What follows belongs to an exercise in optimizing a design on an open flow for small area and few clock cycles per item; a production flow would make more cautious choices.
Function was checked by simulation only, so behaviour that the tests miss may differ from the original.

==> inputs of job 8077 <==
Design fft_256_top, start of the top module:
module fft_256_top (
    input         clock,
    input         reset,
    input         input_en,
    input  [31:0] input_real,
    input  [31:0] input_imag,
    output        output_en,
    output [31:0] output_real,
    output [31:0] output_imag
);
Settings: LEC_CHECK=0, CAP_MARGIN=20, CORE_MARGIN=2, CORE_UTILIZATION=50, CTS_BUF_LIST=sky130_fd_sc_hd__clkbuf_16, CTS_CLUSTER_DIAMETER=100, CTS_CLUSTER_SIZE=30, SLEW_MARGIN=20, SYNTH_HIERARCHICAL=1, SYNTH_MEMORY_MAX_BITS=131072, SYNTH_MINIMUM_KEEP_SIZE=0; clock period 14.0 ns.
run.sh (not shown) runs the stock make flow with config.mk's settings and CLKGATE_MAP_FILE= SYNTH_SCRIPT=/design/flow/synth_recipe.tcl, a recipe that flattens the netlist after the stock synthesis.
==> job 2134 (differences from job 8077) <==
--- a/flow/design.v
+++ b/flow/design.v
@@ -271,37 +271,39 @@
     input             input_en,
     input      [31:0] input_real,
     input      [31:0] input_imag,
     output reg        output_en,
     output reg [31:0] output_real,
     output reg [31:0] output_imag
 );
     reg [0:0] cnt;
-    reg       fl;
+    reg [0:0] flush_count;
     reg       start_out;
-    wire      run = input_en | (1'b0);
-    wire [0:0] cnt_next = run ? cnt + 1'b1 : 1'd0;
     always @(posedge clock or posedge reset) begin
         if (reset) begin
             cnt <= 0;
-            fl <= 1'b0;
+            flush_count <= 0;
+        end else if (input_en) begin
+            cnt <= cnt + 1'b1;
+            flush_count <= 1;
         end else begin
-            cnt <= cnt_next;
-            fl <= input_en | (1'b0);
+            cnt <= 0;
+            if (flush_count != 0)
+                flush_count <= flush_count - 1'b1;
         end
     end
     always @(posedge clock or posedge reset) begin
         if (reset) begin
             output_en <= 1'b0;
             start_out <= 1'b0;
         end else if (input_en && cnt[0]) begin
             output_en <= 1'b1;
             start_out <= 1'b1;
-        end else if (!input_en && fl) begin
+        end else if (!input_en && flush_count != 0) begin
             output_en <= 1'b1;
             start_out <= 1'b0;
         end else if (input_en && start_out) begin
             output_en <= 1'b1;
             start_out <= 1'b1;
         end else begin
             output_en <= 1'b0;
             start_out <= 1'b0;
@@ -716,37 +718,39 @@
     input             input_en,
     input      [31:0] input_real,
     input      [31:0] input_imag,
     output reg        output_en,
     output reg [31:0] output_real,
     output reg [31:0] output_imag
 );
     reg [1:0] cnt;
-    reg       fl;
+    reg [1:0] flush_count;
     reg       start_out;
-    wire      run = input_en | (fl & ~&cnt[0:0]);
-    wire [1:0] cnt_next = run ? cnt + 1'b1 : 2'd0;
     always @(posedge clock or posedge reset) begin
         if (reset) begin
             cnt <= 0;
-            fl <= 1'b0;
+            flush_count <= 0;
+        end else if (input_en) begin
+            cnt <= cnt + 1'b1;
+            flush_count <= 2;
         end else begin
-            cnt <= cnt_next;
-            fl <= input_en | (fl & ~&cnt[0:0]);
+            cnt <= 0;
+            if (flush_count != 0)
+                flush_count <= flush_count - 1'b1;
         end
     end
     always @(posedge clock or posedge reset) begin
         if (reset) begin
             output_en <= 1'b0;
             start_out <= 1'b0;
         end else if (input_en && cnt[1]) begin
             output_en <= 1'b1;
             start_out <= 1'b1;
-        end else if (!input_en && fl) begin
+        end else if (!input_en && flush_count != 0) begin
             output_en <= 1'b1;
             start_out <= 1'b0;
         end else if (input_en && start_out) begin
             output_en <= 1'b1;
             start_out <= 1'b1;
         end else begin
             output_en <= 1'b0;
             start_out <= 1'b0;
@@ -1331,37 +1335,39 @@
     input             input_en,
     input      [31:0] input_real,
     input      [31:0] input_imag,
     output reg        output_en,
     output reg [31:0] output_real,
     output reg [31:0] output_imag
 );
     reg [2:0] cnt;
-    reg       fl;
+    reg [2:0] flush_count;
     reg       start_out;
-    wire      run = input_en | (fl & ~&cnt[1:0]);
-    wire [2:0] cnt_next = run ? cnt + 1'b1 : 3'd0;
     always @(posedge clock or posedge reset) begin
         if (reset) begin
             cnt <= 0;
-            fl <= 1'b0;
+            flush_count <= 0;
+        end else if (input_en) begin
+            cnt <= cnt + 1'b1;
+            flush_count <= 4;
         end else begin
-            cnt <= cnt_next;
-            fl <= input_en | (fl & ~&cnt[1:0]);
+            cnt <= 0;
+            if (flush_count != 0)
+                flush_count <= flush_count - 1'b1;
         end
     end
     always @(posedge clock or posedge reset) begin
         if (reset) begin
             output_en <= 1'b0;
             start_out <= 1'b0;
         end else if (input_en && cnt[2]) begin
             output_en <= 1'b1;
             start_out <= 1'b1;
-        end else if (!input_en && fl) begin
+        end else if (!input_en && flush_count != 0) begin
             output_en <= 1'b1;
             start_out <= 1'b0;
         end else if (input_en && start_out) begin
             output_en <= 1'b1;
             start_out <= 1'b1;
         end else begin
             output_en <= 1'b0;
             start_out <= 1'b0;
@@ -2537,37 +2543,39 @@
     input             input_en,
     input      [31:0] input_real,
     input      [31:0] input_imag,
     output reg        output_en,
     output reg [31:0] output_real,
     output reg [31:0] output_imag
 );
     reg [3:0] cnt;
-    reg       fl;
+    reg [3:0] flush_count;
     reg       start_out;
-    wire      run = input_en | (fl & ~&cnt[2:0]);
-    wire [3:0] cnt_next = run ? cnt + 1'b1 : 4'd0;
     always @(posedge clock or posedge reset) begin
         if (reset) begin
             cnt <= 0;
-            fl <= 1'b0;
+            flush_count <= 0;
+        end else if (input_en) begin
+            cnt <= cnt + 1'b1;
+            flush_count <= 8;
         end else begin
-            cnt <= cnt_next;
-            fl <= input_en | (fl & ~&cnt[2:0]);
+            cnt <= 0;
+            if (flush_count != 0)
+                flush_count <= flush_count - 1'b1;
         end
     end
     always @(posedge clock or posedge reset) begin
         if (reset) begin
             output_en <= 1'b0;
             start_out <= 1'b0;
         end else if (input_en && cnt[3]) begin
             output_en <= 1'b1;
             start_out <= 1'b1;
-        end else if (!input_en && fl) begin
+        end else if (!input_en && flush_count != 0) begin
             output_en <= 1'b1;
             start_out <= 1'b0;
         end else if (input_en && start_out) begin
             output_en <= 1'b1;
             start_out <= 1'b1;
         end else begin
             output_en <= 1'b0;
             start_out <= 1'b0;
@@ -3892,37 +3900,39 @@
     input             input_en,
     input      [31:0] input_real,
     input      [31:0] input_imag,
     output reg        output_en,
     output reg [31:0] output_real,
     output reg [31:0] output_imag
 );
     reg [4:0] cnt;
-    reg       fl;
+    reg [4:0] flush_count;
     reg       start_out;
-    wire      run = input_en | (fl & ~&cnt[3:0]);
-    wire [4:0] cnt_next = run ? cnt + 1'b1 : 5'd0;
     always @(posedge clock or posedge reset) begin
         if (reset) begin
             cnt <= 0;
-            fl <= 1'b0;
+            flush_count <= 0;
+        end else if (input_en) begin
+            cnt <= cnt + 1'b1;
+            flush_count <= 16;
         end else begin
-            cnt <= cnt_next;
-            fl <= input_en | (fl & ~&cnt[3:0]);
+            cnt <= 0;
+            if (flush_count != 0)
+                flush_count <= flush_count - 1'b1;
         end
     end
     always @(posedge clock or posedge reset) begin
         if (reset) begin
             output_en <= 1'b0;
             start_out <= 1'b0;
         end else if (input_en && cnt[4]) begin
             output_en <= 1'b1;
             start_out <= 1'b1;
-        end else if (!input_en && fl) begin
+        end else if (!input_en && flush_count != 0) begin
             output_en <= 1'b1;
             start_out <= 1'b0;
         end else if (input_en && start_out) begin
             output_en <= 1'b1;
             start_out <= 1'b1;
         end else begin
             output_en <= 1'b0;
             start_out <= 1'b0;
@@ -5382,49 +5392,52 @@
     input             input_en,
     input      [31:0] input_real,
     input      [31:0] input_imag,
     output reg        output_en,
     output reg [31:0] output_real,
     output reg [31:0] output_imag
 );
     reg [5:0] cnt;
-    reg       fl;
+    reg [5:0] flush_count;
     reg       start_out;
-    wire      run = input_en | (fl & ~&cnt[4:0]);
-    wire [5:0] cnt_next = run ? cnt + 1'b1 : 6'd0;
     always @(posedge clock or posedge reset) begin
         if (reset) begin
             cnt <= 0;
-            fl <= 1'b0;
+            flush_count <= 0;
+        end else if (input_en) begin
+            cnt <= cnt + 1'b1;
+            flush_count <= 32;
         end else begin
-            cnt <= cnt_next;
-            fl <= input_en | (fl & ~&cnt[4:0]);
+            cnt <= 0;
+            if (flush_count != 0)
+                flush_count <= flush_count - 1'b1;
         end
     end
     always @(posedge clock or posedge reset) begin
         if (reset) begin
             output_en <= 1'b0;
             start_out <= 1'b0;
         end else if (input_en && cnt[5]) begin
             output_en <= 1'b1;
             start_out <= 1'b1;
-        end else if (!input_en && fl) begin
+        end else if (!input_en && flush_count != 0) begin
             output_en <= 1'b1;
             start_out <= 1'b0;
         end else if (input_en && start_out) begin
             output_en <= 1'b1;
             start_out <= 1'b1;
         end else begin
             output_en <= 1'b0;
             start_out <= 1'b0;
         end
     end
     wire        bf = cnt[5];
     reg         bfd;
+    wire [5:0] cnt_next = input_en ? cnt + 1'b1 : 6'd0;
     wire [46:0] dg_next;
     reg  [46:0] dg;
     TwiddleDigits5 rom (.en(cnt_next[5]), .p(cnt_next[4:0]), .d(dg_next));
     wire [31:0] B_re = input_real;
     wire [31:0] B_im = input_imag;
     wire [31:0] B_re_n = ~input_real;
     wire [31:0] B_im_n = ~input_imag;
     wire [31:0] A_re, A_im;
@@ -6874,49 +6887,52 @@
     input             input_en,
     input      [31:0] input_real,
     input      [31:0] input_imag,
     output reg        output_en,
     output reg [31:0] output_real,
     output reg [31:0] output_imag
 );
     reg [6:0] cnt;
-    reg       fl;
+    reg [6:0] flush_count;
     reg       start_out;
-    wire      run = input_en | (fl & ~&cnt[5:0]);
-    wire [6:0] cnt_next = run ? cnt + 1'b1 : 7'd0;
     always @(posedge clock or posedge reset) begin
         if (reset) begin
             cnt <= 0;
-            fl <= 1'b0;
+            flush_count <= 0;
+        end else if (input_en) begin
+            cnt <= cnt + 1'b1;
+            flush_count <= 64;
         end else begin
-            cnt <= cnt_next;
-            fl <= input_en | (fl & ~&cnt[5:0]);
+            cnt <= 0;
+            if (flush_count != 0)
+                flush_count <= flush_count - 1'b1;
         end
     end
     always @(posedge clock or posedge reset) begin
         if (reset) begin
             output_en <= 1'b0;
             start_out <= 1'b0;
         end else if (input_en && cnt[6]) begin
             output_en <= 1'b1;
             start_out <= 1'b1;
-        end else if (!input_en && fl) begin
+        end else if (!input_en && flush_count != 0) begin
             output_en <= 1'b1;
             start_out <= 1'b0;
         end else if (input_en && start_out) begin
             output_en <= 1'b1;
             start_out <= 1'b1;
         end else begin
             output_en <= 1'b0;
             start_out <= 1'b0;
         end
     end
     wire        bf = cnt[6];
     reg         bfd;
+    wire [6:0] cnt_next = input_en ? cnt + 1'b1 : 7'd0;
     wire [46:0] dg_next;
     reg  [46:0] dg;
     TwiddleDigits6 rom (.en(cnt_next[6]), .p(cnt_next[5:0]), .d(dg_next));
     wire [31:0] B_re = input_real;
     wire [31:0] B_im = input_imag;
     wire [31:0] B_re_n = ~input_real;
     wire [31:0] B_im_n = ~input_imag;
     wire [31:0] A_re, A_im;
@@ -8366,49 +8382,52 @@
     input             input_en,
     input      [31:0] input_real,
     input      [31:0] input_imag,
     output reg        output_en,
     output reg [31:0] output_real,
     output reg [31:0] output_imag
 );
     reg [7:0] cnt;
-    reg       fl;
+    reg [7:0] flush_count;
     reg       start_out;
-    wire      run = input_en | (fl & ~&cnt[6:0]);
-    wire [7:0] cnt_next = run ? cnt + 1'b1 : 8'd0;
     always @(posedge clock or posedge reset) begin
         if (reset) begin
             cnt <= 0;
-            fl <= 1'b0;
+            flush_count <= 0;
+        end else if (input_en) begin
+            cnt <= cnt + 1'b1;
+            flush_count <= 128;
         end else begin
-            cnt <= cnt_next;
-            fl <= input_en | (fl & ~&cnt[6:0]);
+            cnt <= 0;
+            if (flush_count != 0)
+                flush_count <= flush_count - 1'b1;
         end
     end
     always @(posedge clock or posedge reset) begin
         if (reset) begin
             output_en <= 1'b0;
             start_out <= 1'b0;
         end else if (input_en && cnt[7]) begin
             output_en <= 1'b1;
             start_out <= 1'b1;
-        end else if (!input_en && fl) begin
+        end else if (!input_en && flush_count != 0) begin
             output_en <= 1'b1;
             start_out <= 1'b0;
         end else if (input_en && start_out) begin
             output_en <= 1'b1;
             start_out <= 1'b1;
         end else begin
             output_en <= 1'b0;
             start_out <= 1'b0;
         end
     end
     wire        bf = cnt[7];
     reg         bfd;
+    wire [7:0] cnt_next = input_en ? cnt + 1'b1 : 8'd0;
     wire [46:0] dg_next;
     reg  [46:0] dg;
     TwiddleDigits7 rom (.en(cnt_next[7]), .p(cnt_next[6:0]), .d(dg_next));
     wire [31:0] B_re = input_real;
     wire [31:0] B_im = input_imag;
     wire [31:0] B_re_n = ~input_real;
     wire [31:0] B_im_n = ~input_imag;
     wire [31:0] A_re, A_im;
==> flow/flow/run.sh (new file) <==
#!/bin/bash
# Layout flow: the standard layout (standard.sh), with clock tree synthesis
# run without dummy loads. Every tool's output goes to a log file in this folder.
set -euo pipefail
export CTS_ARGS="-sink_clustering_enable -repair_clock_nets -sink_clustering_size 30 -sink_clustering_max_diameter 100 -buf_list sky130_fd_sc_hd__clkbuf_16 -dont_use_dummy_load"
bash standard.sh > flow_standard.log 2>&1
==> flow/standard.sh (new file) <==
#!/bin/bash
# synth_recipe.tcl (not shown) runs the flow's synth.tcl, then flattens the netlist and writes it again
# the make line also repeats each setting of config.mk as NAME=value (left out here)
make -C /OpenROAD-flow-scripts/flow DESIGN_CONFIG=/design/flow/config.mk WORK_HOME=/design/flow/orfs CLKGATE_MAP_FILE= SYNTH_SCRIPT=/design/flow/synth_recipe.tcl "${@:-finish}"
removed: flow/run.sh
==> qor summary <==
Maximum number of pins on one net before global-route repair: job 2134 160; job 8077 144
Outcome: job 2134 no timing/DRC/antenna violations; job 8077 no timing/DRC/antenna violations
Post-Synthesis Cell Area: job 2134 596000 um^2; job 8077 594000 um^2
Area fraction of clock buffers and clock inverters: job 2134 0.0278; job 8077 0.0327
Count of buffers not belonging to the clock network in the layout: job 2134 1193; job 8077 1176
Sum of met2 wire segment lengths after detailed routing: job 2134 668 mm; job 8077 664 mm
Number of global-route vias before repair: job 2134 339000; job 8077 338000
Number of sequential storage elements: job 2134 17100; job 8077 17000
Worst EP required: job 2134 15060 ps; job 8077 15090 ps
Fraction of registers with async set or reset after synthesis: job 2134 0.00516; job 8077 0.00352
Cell count after placement: job 2134 57100; job 8077 56800
Met3 wirelength from detailed routing: job 2134 210 mm; job 8077 209 mm
Maximum fanout along the worst path: job 2134 20; job 8077 25
Testbench counts of job 8077, summed over its fixed seeds: cycles 18,480, frames 64.
Testbench counts of job 2134, summed over its fixed seeds: cycles 18,480, frames 64.

========
==> inputs of job 2713 <==
fft_256_top with an RTL version that a note above also has.
Settings: LEC_CHECK=0, CAP_MARGIN=20, CORE_MARGIN=2, CORE_UTILIZATION=50, CTS_BUF_LIST=sky130_fd_sc_hd__clkbuf_16, CTS_CLUSTER_DIAMETER=100, CTS_CLUSTER_SIZE=30, SLEW_MARGIN=20, SYNTH_HIERARCHICAL=1, SYNTH_MEMORY_MAX_BITS=131072, SYNTH_MINIMUM_KEEP_SIZE=0; clock period 14.0 ns.
Stock flow here: none of the scripts above is used.
==> job 9578 (differences from job 2713) <==
--- a/flow/design.v
+++ b/flow/design.v
@@ -272,37 +272,35 @@
     input      [31:0] input_real,
     input      [31:0] input_imag,
     output reg        output_en,
     output reg [31:0] output_real,
     output reg [31:0] output_imag
 );
     reg [0:0] cnt;
-    reg [0:0] flush_count;
+    reg       fl;
     reg       start_out;
+    wire      run = input_en | (1'b0);
+    wire [0:0] cnt_next = run ? cnt + 1'b1 : 1'd0;
     always @(posedge clock or posedge reset) begin
         if (reset) begin
             cnt <= 0;
-            flush_count <= 0;
-        end else if (input_en) begin
-            cnt <= cnt + 1'b1;
-            flush_count <= 1;
+            fl <= 1'b0;
         end else begin
-            cnt <= 0;
-            if (flush_count != 0)
-                flush_count <= flush_count - 1'b1;
+            cnt <= cnt_next;
+            fl <= input_en | (1'b0);
         end
     end
     always @(posedge clock or posedge reset) begin
         if (reset) begin
             output_en <= 1'b0;
             start_out <= 1'b0;
         end else if (input_en && cnt[0]) begin
             output_en <= 1'b1;
             start_out <= 1'b1;
-        end else if (!input_en && flush_count != 0) begin
+        end else if (!input_en && fl) begin
             output_en <= 1'b1;
             start_out <= 1'b0;
         end else if (input_en && start_out) begin
             output_en <= 1'b1;
             start_out <= 1'b1;
         end else begin
             output_en <= 1'b0;
@@ -719,37 +717,35 @@
     input      [31:0] input_real,
     input      [31:0] input_imag,
     output reg        output_en,
     output reg [31:0] output_real,
     output reg [31:0] output_imag
 );
     reg [1:0] cnt;
-    reg [1:0] flush_count;
+    reg       fl;
     reg       start_out;
+    wire      run = input_en | (fl & ~&cnt[0:0]);
+    wire [1:0] cnt_next = run ? cnt + 1'b1 : 2'd0;
     always @(posedge clock or posedge reset) begin
         if (reset) begin
             cnt <= 0;
-            flush_count <= 0;
-        end else if (input_en) begin
-            cnt <= cnt + 1'b1;
-            flush_count <= 2;
+            fl <= 1'b0;
         end else begin
-            cnt <= 0;
-            if (flush_count != 0)
-                flush_count <= flush_count - 1'b1;
+            cnt <= cnt_next;
+            fl <= input_en | (fl & ~&cnt[0:0]);
         end
     end
     always @(posedge clock or posedge reset) begin
         if (reset) begin
             output_en <= 1'b0;
             start_out <= 1'b0;
         end else if (input_en && cnt[1]) begin
             output_en <= 1'b1;
             start_out <= 1'b1;
-        end else if (!input_en && flush_count != 0) begin
+        end else if (!input_en && fl) begin
             output_en <= 1'b1;
             start_out <= 1'b0;
         end else if (input_en && start_out) begin
             output_en <= 1'b1;
             start_out <= 1'b1;
         end else begin
             output_en <= 1'b0;
@@ -1336,37 +1332,35 @@
     input      [31:0] input_real,
     input      [31:0] input_imag,
     output reg        output_en,
     output reg [31:0] output_real,
     output reg [31:0] output_imag
 );
     reg [2:0] cnt;
-    reg [2:0] flush_count;
+    reg       fl;
     reg       start_out;
+    wire      run = input_en | (fl & ~&cnt[1:0]);
+    wire [2:0] cnt_next = run ? cnt + 1'b1 : 3'd0;
     always @(posedge clock or posedge reset) begin
         if (reset) begin
             cnt <= 0;
-            flush_count <= 0;
-        end else if (input_en) begin
-            cnt <= cnt + 1'b1;
-            flush_count <= 4;
+            fl <= 1'b0;
         end else begin
-            cnt <= 0;
-            if (flush_count != 0)
-                flush_count <= flush_count - 1'b1;
+            cnt <= cnt_next;
+            fl <= input_en | (fl & ~&cnt[1:0]);
         end
     end
     always @(posedge clock or posedge reset) begin
         if (reset) begin
             output_en <= 1'b0;
             start_out <= 1'b0;
         end else if (input_en && cnt[2]) begin
             output_en <= 1'b1;
             start_out <= 1'b1;
-        end else if (!input_en && flush_count != 0) begin
+        end else if (!input_en && fl) begin
             output_en <= 1'b1;
             start_out <= 1'b0;
         end else if (input_en && start_out) begin
             output_en <= 1'b1;
             start_out <= 1'b1;
         end else begin
             output_en <= 1'b0;
@@ -2544,37 +2538,35 @@
     input      [31:0] input_real,
     input      [31:0] input_imag,
     output reg        output_en,
     output reg [31:0] output_real,
     output reg [31:0] output_imag
 );
     reg [3:0] cnt;
-    reg [3:0] flush_count;
+    reg       fl;
     reg       start_out;
+    wire      run = input_en | (fl & ~&cnt[2:0]);
+    wire [3:0] cnt_next = run ? cnt + 1'b1 : 4'd0;
     always @(posedge clock or posedge reset) begin
         if (reset) begin
             cnt <= 0;
-            flush_count <= 0;
-        end else if (input_en) begin
-            cnt <= cnt + 1'b1;
-            flush_count <= 8;
+            fl <= 1'b0;
         end else begin
-            cnt <= 0;
-            if (flush_count != 0)
-                flush_count <= flush_count - 1'b1;
+            cnt <= cnt_next;
+            fl <= input_en | (fl & ~&cnt[2:0]);
         end
     end
     always @(posedge clock or posedge reset) begin
         if (reset) begin
             output_en <= 1'b0;
             start_out <= 1'b0;
         end else if (input_en && cnt[3]) begin
             output_en <= 1'b1;
             start_out <= 1'b1;
-        end else if (!input_en && flush_count != 0) begin
+        end else if (!input_en && fl) begin
             output_en <= 1'b1;
             start_out <= 1'b0;
         end else if (input_en && start_out) begin
             output_en <= 1'b1;
             start_out <= 1'b1;
         end else begin
             output_en <= 1'b0;
@@ -3901,37 +3893,35 @@
     input      [31:0] input_real,
     input      [31:0] input_imag,
     output reg        output_en,
     output reg [31:0] output_real,
     output reg [31:0] output_imag
 );
     reg [4:0] cnt;
-    reg [4:0] flush_count;
+    reg       fl;
     reg       start_out;
+    wire      run = input_en | (fl & ~&cnt[3:0]);
+    wire [4:0] cnt_next = run ? cnt + 1'b1 : 5'd0;
     always @(posedge clock or posedge reset) begin
         if (reset) begin
             cnt <= 0;
-            flush_count <= 0;
-        end else if (input_en) begin
-            cnt <= cnt + 1'b1;
-            flush_count <= 16;
+            fl <= 1'b0;
         end else begin
-            cnt <= 0;
-            if (flush_count != 0)
-                flush_count <= flush_count - 1'b1;
+            cnt <= cnt_next;
+            fl <= input_en | (fl & ~&cnt[3:0]);
         end
     end
     always @(posedge clock or posedge reset) begin
         if (reset) begin
             output_en <= 1'b0;
             start_out <= 1'b0;
         end else if (input_en && cnt[4]) begin
             output_en <= 1'b1;
             start_out <= 1'b1;
-        end else if (!input_en && flush_count != 0) begin
+        end else if (!input_en && fl) begin
             output_en <= 1'b1;
             start_out <= 1'b0;
         end else if (input_en && start_out) begin
             output_en <= 1'b1;
             start_out <= 1'b1;
         end else begin
             output_en <= 1'b0;
@@ -5393,50 +5383,47 @@
     input      [31:0] input_real,
     input      [31:0] input_imag,
     output reg        output_en,
     output reg [31:0] output_real,
     output reg [31:0] output_imag
 );
     reg [5:0] cnt;
-    reg [5:0] flush_count;
+    reg       fl;
     reg       start_out;
+    wire      run = input_en | (fl & ~&cnt[4:0]);
+    wire [5:0] cnt_next = run ? cnt + 1'b1 : 6'd0;
     always @(posedge clock or posedge reset) begin
         if (reset) begin
             cnt <= 0;
-            flush_count <= 0;
-        end else if (input_en) begin
-            cnt <= cnt + 1'b1;
-            flush_count <= 32;
+            fl <= 1'b0;
         end else begin
-            cnt <= 0;
-            if (flush_count != 0)
-                flush_count <= flush_count - 1'b1;
+            cnt <= cnt_next;
+            fl <= input_en | (fl & ~&cnt[4:0]);
         end
     end
     always @(posedge clock or posedge reset) begin
         if (reset) begin
             output_en <= 1'b0;
             start_out <= 1'b0;
         end else if (input_en && cnt[5]) begin
             output_en <= 1'b1;
             start_out <= 1'b1;
-        end else if (!input_en && flush_count != 0) begin
+        end else if (!input_en && fl) begin
             output_en <= 1'b1;
             start_out <= 1'b0;
         end else if (input_en && start_out) begin
             output_en <= 1'b1;
             start_out <= 1'b1;
         end else begin
             output_en <= 1'b0;
             start_out <= 1'b0;
         end
     end
     wire        bf = cnt[5];
     reg         bfd;
-    wire [5:0] cnt_next = input_en ? cnt + 1'b1 : 6'd0;
     wire [46:0] dg_next;
     reg  [46:0] dg;
     TwiddleDigits5 rom (.en(cnt_next[5]), .p(cnt_next[4:0]), .d(dg_next));
     wire [31:0] B_re = input_real;
     wire [31:0] B_im = input_imag;
     wire [31:0] B_re_n = ~input_real;
     wire [31:0] B_im_n = ~input_imag;
@@ -6888,50 +6875,47 @@
     input      [31:0] input_real,
     input      [31:0] input_imag,
     output reg        output_en,
     output reg [31:0] output_real,
     output reg [31:0] output_imag
 );
     reg [6:0] cnt;
-    reg [6:0] flush_count;
+    reg       fl;
     reg       start_out;
+    wire      run = input_en | (fl & ~&cnt[5:0]);
+    wire [6:0] cnt_next = run ? cnt + 1'b1 : 7'd0;
     always @(posedge clock or posedge reset) begin
         if (reset) begin
             cnt <= 0;
-            flush_count <= 0;
-        end else if (input_en) begin
-            cnt <= cnt + 1'b1;
-            flush_count <= 64;
+            fl <= 1'b0;
         end else begin
-            cnt <= 0;
-            if (flush_count != 0)
-                flush_count <= flush_count - 1'b1;
+            cnt <= cnt_next;
+            fl <= input_en | (fl & ~&cnt[5:0]);
         end
     end
     always @(posedge clock or posedge reset) begin
         if (reset) begin
             output_en <= 1'b0;
             start_out <= 1'b0;
         end else if (input_en && cnt[6]) begin
             output_en <= 1'b1;
             start_out <= 1'b1;
-        end else if (!input_en && flush_count != 0) begin
+        end else if (!input_en && fl) begin
             output_en <= 1'b1;
             start_out <= 1'b0;
         end else if (input_en && start_out) begin
             output_en <= 1'b1;
             start_out <= 1'b1;
         end else begin
             output_en <= 1'b0;
             start_out <= 1'b0;
         end
     end
     wire        bf = cnt[6];
     reg         bfd;
-    wire [6:0] cnt_next = input_en ? cnt + 1'b1 : 7'd0;
     wire [46:0] dg_next;
     reg  [46:0] dg;
     TwiddleDigits6 rom (.en(cnt_next[6]), .p(cnt_next[5:0]), .d(dg_next));
     wire [31:0] B_re = input_real;
     wire [31:0] B_im = input_imag;
     wire [31:0] B_re_n = ~input_real;
     wire [31:0] B_im_n = ~input_imag;
@@ -8383,50 +8367,47 @@
     input      [31:0] input_real,
     input      [31:0] input_imag,
     output reg        output_en,
     output reg [31:0] output_real,
     output reg [31:0] output_imag
 );
     reg [7:0] cnt;
-    reg [7:0] flush_count;
+    reg       fl;
     reg       start_out;
+    wire      run = input_en | (fl & ~&cnt[6:0]);
+    wire [7:0] cnt_next = run ? cnt + 1'b1 : 8'd0;
     always @(posedge clock or posedge reset) begin
         if (reset) begin
             cnt <= 0;
-            flush_count <= 0;
-        end else if (input_en) begin
-            cnt <= cnt + 1'b1;
-            flush_count <= 128;
+            fl <= 1'b0;
         end else begin
-            cnt <= 0;
-            if (flush_count != 0)
-                flush_count <= flush_count - 1'b1;
+            cnt <= cnt_next;
+            fl <= input_en | (fl & ~&cnt[6:0]);
         end
     end
     always @(posedge clock or posedge reset) begin
         if (reset) begin
             output_en <= 1'b0;
             start_out <= 1'b0;
         end else if (input_en && cnt[7]) begin
             output_en <= 1'b1;
             start_out <= 1'b1;
-        end else if (!input_en && flush_count != 0) begin
+        end else if (!input_en && fl) begin
             output_en <= 1'b1;
             start_out <= 1'b0;
         end else if (input_en && start_out) begin
             output_en <= 1'b1;
             start_out <= 1'b1;
         end else begin
             output_en <= 1'b0;
             start_out <= 1'b0;
         end
     end
     wire        bf = cnt[7];
     reg         bfd;
-    wire [7:0] cnt_next = input_en ? cnt + 1'b1 : 8'd0;
     wire [46:0] dg_next;
     reg  [46:0] dg;
     TwiddleDigits7 rom (.en(cnt_next[7]), .p(cnt_next[6:0]), .d(dg_next));
     wire [31:0] B_re = input_real;
     wire [31:0] B_im = input_imag;
     wire [31:0] B_re_n = ~input_real;
     wire [31:0] B_im_n = ~input_imag;
==> flow/flow/run.sh (new file) <==
#!/bin/bash
# Layout flow: the standard layout (standard.sh), with clock tree synthesis
# run without dummy loads. Every tool's output goes to a log file in this folder.
set -euo pipefail
export CTS_ARGS="-sink_clustering_enable -repair_clock_nets -sink_clustering_size 30 -sink_clustering_max_diameter 100 -buf_list sky130_fd_sc_hd__clkbuf_16 -dont_use_dummy_load"
bash standard.sh > flow_standard.log 2>&1
==> flow/standard.sh (new file) <==
#!/bin/bash
# synth_recipe.tcl (not shown) runs the flow's synth.tcl, then flattens the netlist and writes it again
# the make line also repeats each setting of config.mk as NAME=value (left out here)
make -C /OpenROAD-flow-scripts/flow DESIGN_CONFIG=/design/flow/config.mk WORK_HOME=/design/flow/orfs CLKGATE_MAP_FILE= SYNTH_SCRIPT=/design/flow/synth_recipe.tcl "${@:-finish}"
removed: flow/run.sh
==> run notes <==
- Job 2713 produced a clean layout. Job 9578 completed without violations.
- Of job 9578 and job 2713, job 2713 has the higher maximum frequency (gap 0.81%, measured against job 2713).
- Between job 2713 and job 9578, the lower area after synthesis is in job 9578 (gap 0.28%, measured against job 9578).
- Against job 9578, the register-to-register slack of job 2713 is higher by 100 ps.
- In job 9578 the wire length is smaller than in job 2713, by about 0.9%.
- Of job 2713 and job 9578, job 2713 has the higher via count (gap 0.49%, measured against job 9578).
- Utilization: job 2713 is higher than job 9578 (0.30 points).
- Of job 9578 and job 2713, job 2713 has the higher sequential cell count (gap 28).
- Between job 9578 and job 2713, the lower worst setup slack is in job 9578 (gap 100 ps).
Testbench counts of job 2713, summed over its fixed seeds: cycles 18,480, frames 64.
Testbench counts of job 9578, summed over its fixed seeds: cycles 18,480, frames 64.

[static timing again, ports no longer ideal]
In the flow no input, the clock included, has a driving cell. The finished layouts below were timed again as built, in two steps. Step 1 sets driving cells, clkbuf_16 on the clock port and buf_2 on the other inputs (assumed; they add their load-dependent delay and slew). Step 2 moves the port delays by t, midway between the first and last clock arrival at a register: inputs arrive t later, outputs are due t later. That takes back most of the time a late clock gives input paths. a / b / c = ideal ports / drivers / drivers and shift; a / b = the first two.
| run | t (ns) | slack for setup (ns) | worst hold slack (ns) | slew at the worst register clock pin (ns) | worst data-port slew with drivers (ns) |
|---|---|---|---|---|---|
| job 8077 | 1.332 | 1.505 / 1.505 / 1.505 | 0.219 / 0.219 / 0.219 | 0.12 / 0.12 | 0.09 |
| job 2134 | 1.273 | 1.592 / 1.592 / 1.592 | 0.206 / 0.206 / 0.206 | 0.12 / 0.12 | 0.07 |
| job 2713 | 1.318 | 1.593 / 1.593 / 1.593 | 0.261 / 0.261 / 0.261 | 0.12 / 0.12 | 0.07 |
| job 9578 | 1.307 | 1.492 / 1.492 / 1.492 | 0.185 / 0.185 / 0.185 | 0.12 / 0.12 | 0.09 |
After both steps setup and hold are still met in every run listed.
